This design comes from an exercise in tuning for small area and a short achievable clock period on the open sky130 flow, not from production work. In this exercise RTL edits were held to simulation tests only and were not proved equivalent to the original.

`config.mk`:
```
export PLATFORM = sky130hd
export DESIGN_NAME = sparq_dot8
export DESIGN_NICKNAME = sparq_dot8
export VERILOG_FILES = /design/flow/design.v
export SDC_FILE = /design/flow/constraint.sdc
export NUM_CORES = 4
export LEC_CHECK = 0
export CAP_MARGIN = 20
export CORE_MARGIN = 2
export CORE_UTILIZATION = 40
export PLACE_DENSITY = 0.6
export SLEW_MARGIN = 20
```
`run.sh`:
```
#!/bin/bash
# synth_recipe.tcl (not shown) runs the flow's synth.tcl, then flattens the netlist and writes it again
# the make line also repeats each setting of config.mk as NAME=value (left out here)
make -C /OpenROAD-flow-scripts/flow DESIGN_CONFIG=/design/flow/config.mk WORK_HOME=/design/flow/orfs CLKGATE_MAP_FILE= SYNTH_SCRIPT=/design/flow/synth_recipe.tcl finish
```
`design.v`:
```
`timescale 1 ns / 1 ns
package SPARQ_PKG;
localparam ARRAY_DIMENSION = 8;
localparam EXP_SIZE = 5;
localparam MANT_SIZE = 10;
localparam BIAS = 15;
localparam FLOAT_SIZE = 1 + EXP_SIZE + MANT_SIZE;
localparam INT_SIZE = 4;
endpackage: SPARQ_PKG
`timescale 1 ns / 1 ns
module FifoBuffer #(
  parameter integer DATA_SIZE = 16,
  parameter integer CYCLES    = 2
) (
  input  logic                 clk,
  input  logic [DATA_SIZE-1:0] in,
  output logic [DATA_SIZE-1:0] out
);
  logic [DATA_SIZE-1:0] data [0:CYCLES-1];
  always @ (posedge clk) begin
    data[0] <= in;
    for (int i = 1; i < CYCLES; i++) data[i] <= data[i-1];
  end
  assign out = data[CYCLES-1];
endmodule
module float_multiplier (
  input  logic [15:0] in_A,
  input  logic [3:0]  in_B,
  output logic [15:0] out
);
  logic [4:0]  e;
  logic [10:0] f;
  logic [3:0]  m;
  logic [13:0] prod;
  logic [4:0]  exp_o;
  logic [9:0]  mant;
  always_comb begin
    e    = (in_A[14:10] == 5'd0) ? 5'd1 : in_A[14:10];
    f    = {in_A[14:10] != 5'd0, in_A[9:0]};
    m    = in_B[3] ? (~in_B + 4'd1) : in_B;
    if (m[3]) prod = {f, 3'b000};
    else      prod = (m[0] ? {3'b000, f} : 14'd0) + (m[1] ? {2'b00, f, 1'b0} : 14'd0)
                   + (m[2] ? {1'b0, f, 2'b00} : 14'd0);
    if (prod[13]) begin
      mant = prod[12:3]; exp_o = e + 5'd3;
    end else if (prod[12]) begin
      mant = prod[11:2]; exp_o = e + 5'd2;
    end else if (prod[11]) begin
      mant = prod[10:1]; exp_o = e + 5'd1;
    end else begin
      mant = prod[9:0];  exp_o = prod[10] ? e : 5'd0;
    end
    out = {in_A[15] ^ in_B[3], exp_o, mant};
  end
endmodule
module fadd_front (
  input  logic [15:0] in_A,
  input  logic [15:0] in_B,
  output logic [11:0] sum,     
  output logic [4:0]  eL,      
  output logic        sL       
);
  logic [4:0]  eA, eB, d;
  logic [10:0] fA, fB, fL, fS, fSa;
  logic        a_ge, sub;
  always_comb begin
    eA = (in_A[14:10] == 5'd0) ? 5'd1 : in_A[14:10];
    eB = (in_B[14:10] == 5'd0) ? 5'd1 : in_B[14:10];
    fA = {in_A[14:10] != 5'd0, in_A[9:0]};
    fB = {in_B[14:10] != 5'd0, in_B[9:0]};
    a_ge = in_A[14:0] >= in_B[14:0];
    d   = (eA >= eB) ? eA - eB : eB - eA;
    fL  = a_ge ? fA : fB;
    fS  = a_ge ? fB : fA;
    eL  = a_ge ? eA : eB;
    sL  = a_ge ? in_A[15] : in_B[15];
    sub = in_A[15] ^ in_B[15];
    fSa = fS >> d;
    sum = sub ? {1'b0, fL} - {1'b0, fSa} : {1'b0, fL} + {1'b0, fSa};
  end
endmodule
module fadd_norm (
  input  logic [11:0] sum,
  input  logic [4:0]  eL,
  input  logic        sL,
  output logic [15:0] out
);
  logic [11:0] x8, x4, x2, x1;
  logic [4:0]  b8, b4, b2;
  logic [3:0]  t;
  logic        s8, s4, s2, s1;
  logic [4:0]  exp_o;
  always_comb begin
    s8 = (sum[11:4] == 8'd0) && (eL >= 5'd8);
    x8 = s8 ? {sum[3:0], 8'd0} : sum;
    b8 = s8 ? eL - 5'd8 : eL;
    s4 = (x8[11:8] == 4'd0) && (b8 >= 5'd4);
    x4 = s4 ? {x8[7:0], 4'd0} : x8;
    b4 = s4 ? b8 - 5'd4 : b8;
    s2 = (x4[11:10] == 2'd0) && (b4 >= 5'd2);
    x2 = s2 ? {x4[9:0], 2'd0} : x4;
    b2 = s2 ? b4 - 5'd2 : b4;
    s1 = !x2[11] && (b2 >= 5'd1);
    x1 = s1 ? {x2[10:0], 1'b0} : x2;
    t  = {s8, s4, s2, s1};
    exp_o = x1[11] ? eL + 5'd1 - {1'b0, t} : 5'd0;
    out = {sL, exp_o, x1[10:1]};
  end
endmodule
module float_adder (
  input  logic [15:0] in_A,
  input  logic [15:0] in_B,
  output logic [15:0] out
);
  logic [11:0] sum;
  logic [4:0]  eL;
  logic        sL;
  fadd_front front (.in_A(in_A), .in_B(in_B), .sum(sum), .eL(eL), .sL(sL));
  fadd_norm  norm  (.sum(sum), .eL(eL), .sL(sL), .out(out));
endmodule
`timescale 1 ns / 1 ns
module sparq_dot8 (
  input  logic         clk,
  input  logic         rstn,
  input  logic         w_load,
  input  logic [127:0] w_data,
  input  logic         in_valid,
  input  logic [31:0]  in_act,
  input  logic [15:0]  in_acc,
  output logic         out_valid,
  output logic [15:0]  out_data
);
  localparam int N = 8;
  logic [15:0] weight [0:N-1];
  always @ (posedge clk) begin
    if (w_load) begin
      for (int i = 0; i < N; i++) weight[i] <= w_data[16*i +: 16];
    end
  end
  logic [N+1:0] vld;
  always @ (posedge clk) begin
    if (!rstn) vld <= '0;
    else       vld <= {vld[N:0], in_valid};
  end
  assign out_valid = vld[N+1];
  logic [15:0] p_in;
  logic [15:0] acc_r;
  logic [15:0] p0_r;
  float_multiplier mul0 (.in_A(weight[0]), .in_B(in_act[3:0]), .out(p_in));
  always @ (posedge clk) begin
    acc_r <= in_acc;
    p0_r  <= p_in;
  end
  logic [3:0] act [1:N-1][0:N-1];
  always @ (posedge clk) begin
    for (int k = 1; k < N; k++) begin
      act[k][0] <= in_act[4*k +: 4];
      for (int j = 1; j <= k; j++) act[k][j] <= act[k][j-1];
    end
  end
  logic [11:0] sum_r [0:N-1];
  logic [4:0]  eL_r  [0:N-1];
  logic        sL_r  [0:N-1];
  genvar k;
  generate
    for (k = 0; k < N; k++) begin : pe
      logic [15:0] p, s;
      logic [11:0] sum;
      logic [4:0]  eL;
      logic        sL;
      if (k == 0) begin : first
        assign p = p0_r;
        assign s = acc_r;
      end
      else begin : chain
        float_multiplier mul (.in_A(weight[k]), .in_B(act[k][k]), .out(p));
        fadd_norm norm (.sum(sum_r[k-1]), .eL(eL_r[k-1]), .sL(sL_r[k-1]), .out(s));
      end
      fadd_front front (.in_A(p), .in_B(s), .sum(sum), .eL(eL), .sL(sL));
      always @ (posedge clk) begin
        sum_r[k] <= sum;
        eL_r[k]  <= eL;
        sL_r[k]  <= sL;
      end
    end
  endgenerate
  logic [15:0] res;
  fadd_norm norm_out (.sum(sum_r[N-1]), .eL(eL_r[N-1]), .sL(sL_r[N-1]), .out(res));
  always @ (posedge clk) out_data <= res;
endmodule
```
`constraint.sdc`:
```
create_clock -name core_clock -period 11.0 [get_ports {clk}]
set_input_delay 2.2000 -clock core_clock [delete_from_list [all_inputs] [get_ports {clk}]]
set_output_delay 2.2000 -clock core_clock [all_outputs]
set_load 0.01 [all_outputs]
```
==> reports/metrics.cfg <==
[route]
final_antenna_net_count=0
vias_per_cell=5.60
wl_per_cell_um=17.0
drt-initial-drc-count=3611
drt-pass1-iter-count=6
drcViolationCount=0
wirelength_um=159000
vias=52514

[final_layout]
regArea_mm2=0.0107
fill_cells=12309
antennaDiodeCount=0
layout.nets=8408
multiInputGateArea_mm2=0.0422
design_area_mm2=0.0685
drive_above_1_share_pct=23.1
area_delta_synth_final_pct=29.8

[status]
status=finished with violations
failed_checks=setup timing

[setup_path]
worstRegToRegCells=62
critPathCaptureType=register
cp_common_cell=ha_4
start_kind=register
crit_required_ns=11.60
startpoint=eL_r[2][0]
arrival_ns=12.37
crit_family=compound AO/OA/AOI/OAI gates
ff2ff_setup_slack_ns=-0.77
worstReg2RegEnd=sum_r[3][11]
max_stage_delay_ns=0.54
cp_max_fo=3
critical_path_class=register to register
r2r-start=eL_r[2][0]
cp_slowest_cell=or4b_4
critPathBufInv=8

[timing]
period_share_pct=107
setup_violations=15
fin_crit_ns=11.77
fin_ws_ns=-0.768
hold_viol_final=0
fin_skew_ns=0.0538
rsz0062_at_grt=true
tightest_slew_ns=1.19
fmax_ghz=0.0850
hold_slack_ns=0.312
drv_slew=0
slew_headroom_pct=20.3

[grt]
gr-total-overflow=0
grt_usage_pct=22.7
grt_max_degree=75
grt_pass1_vias=50891
grt_antenna_before_repair=1
grt_pass1_wl_um=259000

[logic_synthesis]
ys.flop_type=dfxtp_1
ys_seq_area_share_pct=20.2
synthTopCellsByArea=dfxtp_1 (13%), ha_1 (13%), edfxtp_1 (7.3%)
synth_cell_types=111
synth.largest_area_cell=dfxtp_1
syn_area_mm2=0.0528
synth_edf_count=128
netlist.area_leader.share_pct=13.0
netlist_instances=6646
ys_warn_count=14
synthArstFlopShare_pct=0
synth.net_count=7475
synth-seq-cells=470
synth_area_per_cell_um2=7.95

[clock_network]
clk-insertion-delay-late_ns=0.71
clock-root-buffer=clkbuf_16
cts_tree=done
cts_hold_buf=0
cts_buffer_depth=3
cts_buffers=59
ctsHtreeMaxLevel=2
clkTransAtPathRegs_ns=0.07
clock_sinks=470

[place]
gp_congestion=0.912
io_buffer_count=196
hpwl_um=125000
dpl_cell_area_mm2=0.0633

[floorplan]
io_pins=197
core_area_mm2=0.131
die_width_um=367
fp-row-count=133
initial_core_util_pct=40.2
fp.dieArea_mm2=0.135
die_h_um=367

[hold_path]
hold-path-cell-count=0
hold_end=act[27][3]
min-delay-start=act[26][3]
holdCritPathClass=register to register

[job]
cap_viol_max_count=0

==> cell usage in the layout (no fill, tap or decap), drive strengths merged, types with 52 or more instances in the layout <==
| master | count |
|---|---|
| nand4 | 52 |
| o21a | 67 |
| o211ai | 85 |
| a21o | 260 |
| nand2b | 71 |
| o31ai | 55 |
| clkbuf | 69 |
| xor2 | 145 |
| inv | 539 |
| clkdlybuf4s50 | 195 |
| and2 | 131 |
| a211oi | 99 |
| nand3 | 148 |
| nor2b | 72 |
| edfxtp | 128 |
| o21ai | 357 |
| a31oi | 110 |
| a21oi | 411 |
| nand2 | 737 |
| xnor2 | 148 |
| nor3 | 110 |
| fa | 112 |
| buf | 948 |
| mux2i | 203 |
| nor2 | 482 |
| dfxtp | 342 |
| ha | 537 |
| mux2 | 97 |
==> routing by layer <==
metal,up-vias,part of all wire [%],global-route usage (%),routed length [um]
met5,-,0.0075,0,12
met4,2,1.9,4.81,3080
met3,200,4.0,2.10,6350
met2,1129,48,39.7,76600
met1,24980,46,30.1,73100
li1,26203,-,-,-
==> registers in the layout, summed over array words and instances (netlist names) <==
signal    flops
acc_r        16
act         140
eL_r         40
out_data     16
p0_r         16
sL_r          8
sum_r        96
vld          10
weight      128
==> worst max path at each step <==
stage	endpoint	slack, ns	cells past startpoint
after floorplan	sum_r[3][11]	-1.39	64
after global placement	sum_r[3][11]	-0.87	63
after detailed placement	sum_r[3][11]	-1.08	62
after CTS	sum_r[3][11]	-0.86	63
after global routing	sum_r[3][11]	-1.31	62
final	sum_r[3][11]	-0.77	62
==> logic make-up (layout without fill, tap and decap cells) <==
| group | after synthesis | count (layout) | share of synthesized area [%] |
|---|---|---|---|
| AOI/OAI and AO/OA | 2001 | 2001 | 26.3 |
| xor gates and xnor gates | 293 | 293 | 4.86 |
| adders and majority gates | 649 | 649 | 17.0 |
| buffers and inverters | 806 | 1790 | 5.78 |
| DFF | 470 | 470 | 20.2 |
| muxes | 316 | 316 | 6.62 |
| and+or+nand+nor | 2111 | 2111 | 19.3 |
==> worst reg2reg max path, delay by kind of cell (launching register included) <==
kind / cells / cell delay (ns)
compound gates: 20 / 3.86
simple gates: 17 / 3.25
fa+ha+maj: 11 / 2.37
mux: 4 / 1.01
buf+inv: 8 / 0.65
flops: 1 / 0.31
xor+xnor: 2 / 0.25
==> through the flow <==
stage          setup WS (ns)  util, %  TNS (ns)  instances
3_5_place_dp           -1.08     48.2    -10.19       9060
6_report              -0.768     52.2     -4.68       9385
3_3_place_gp          -0.873     48.2     -5.90       9060
4_1_cts               -0.856     51.1     -5.18       9327
2_1_floorplan          -1.39        -    -18.25       6646
5_1_grt                -1.31     52.2    -19.10       9385
==> layout make-up <==
| class | instances | area share, % |
|---|---|---|
| repair buffers | 1144 | 13.5 |
| well taps | 1755 | 3.20 |
| multi-input cells | 5370 | 61.6 |
| clock inverters | 44 | 0.710 |
| clock buffers | 68 | 2.29 |
| flip-flops and latches | 470 | 15.6 |
| inverters | 534 | 3.01 |
==> timing repair <==
action / CTS / global route
endpoints found under the hold margin: 0 / 0
gates cloned: 0 / 1
setup endpoints to repair: 33 / 51
pin swaps: 160 / 177
gates resized for setup: 132 / 196
buffers inserted: 157 / 89
==> synthesized netlist by cell type, types with 39 or more instances <==
master    instances
a211oi_1         98
a21o_1          260
a21oi_1         408
a221oi_1         39
a31oi_1         110
and2_1          129
and3_1           44
clkbuf_1        247
dfxtp_1         342
edfxtp_1        128
fa_1            112
ha_1            537
inv_1           520
mux2_2           96
mux2i_1         202
nand2_1         737
nand2b_1         70
nand3_1         148
nand4_1          52
nor2_1          482
nor2b_1          72
nor3_1          105
nor4_1           49
o211ai_1         84
o21a_1           66
o21ai_0         339
o31ai_1          51
or4_1            43
xnor2_1         148
xor2_1          145

re-timing with driven ports:
How much do the figures lean on ideal ports? The routed layout below was timed once more, with nothing changed but the port constraints.
Step 1, drivers: a clkbuf_16 drives clk and a buf_2 each remaining input, both assumed.
Step 2, shift: input delay + t, output delay - t, t = (earliest + latest rising clock arrival at the registers) / 2. This alone moves slack from input paths to output paths.
a / b / c = ideal / step 1 / step 2; a / b = the first two.
t, ns: 0.758
setup WS [ns]: -0.768 / -0.768 / -0.768
hold slack, ns: 0.312 / 0.312 / 0.312
worst data-port slew with drivers (ns): 0.09
For this run, drivers alone change the setup slack by 0.000 ns; drivers and shift together by 0.000 ns.
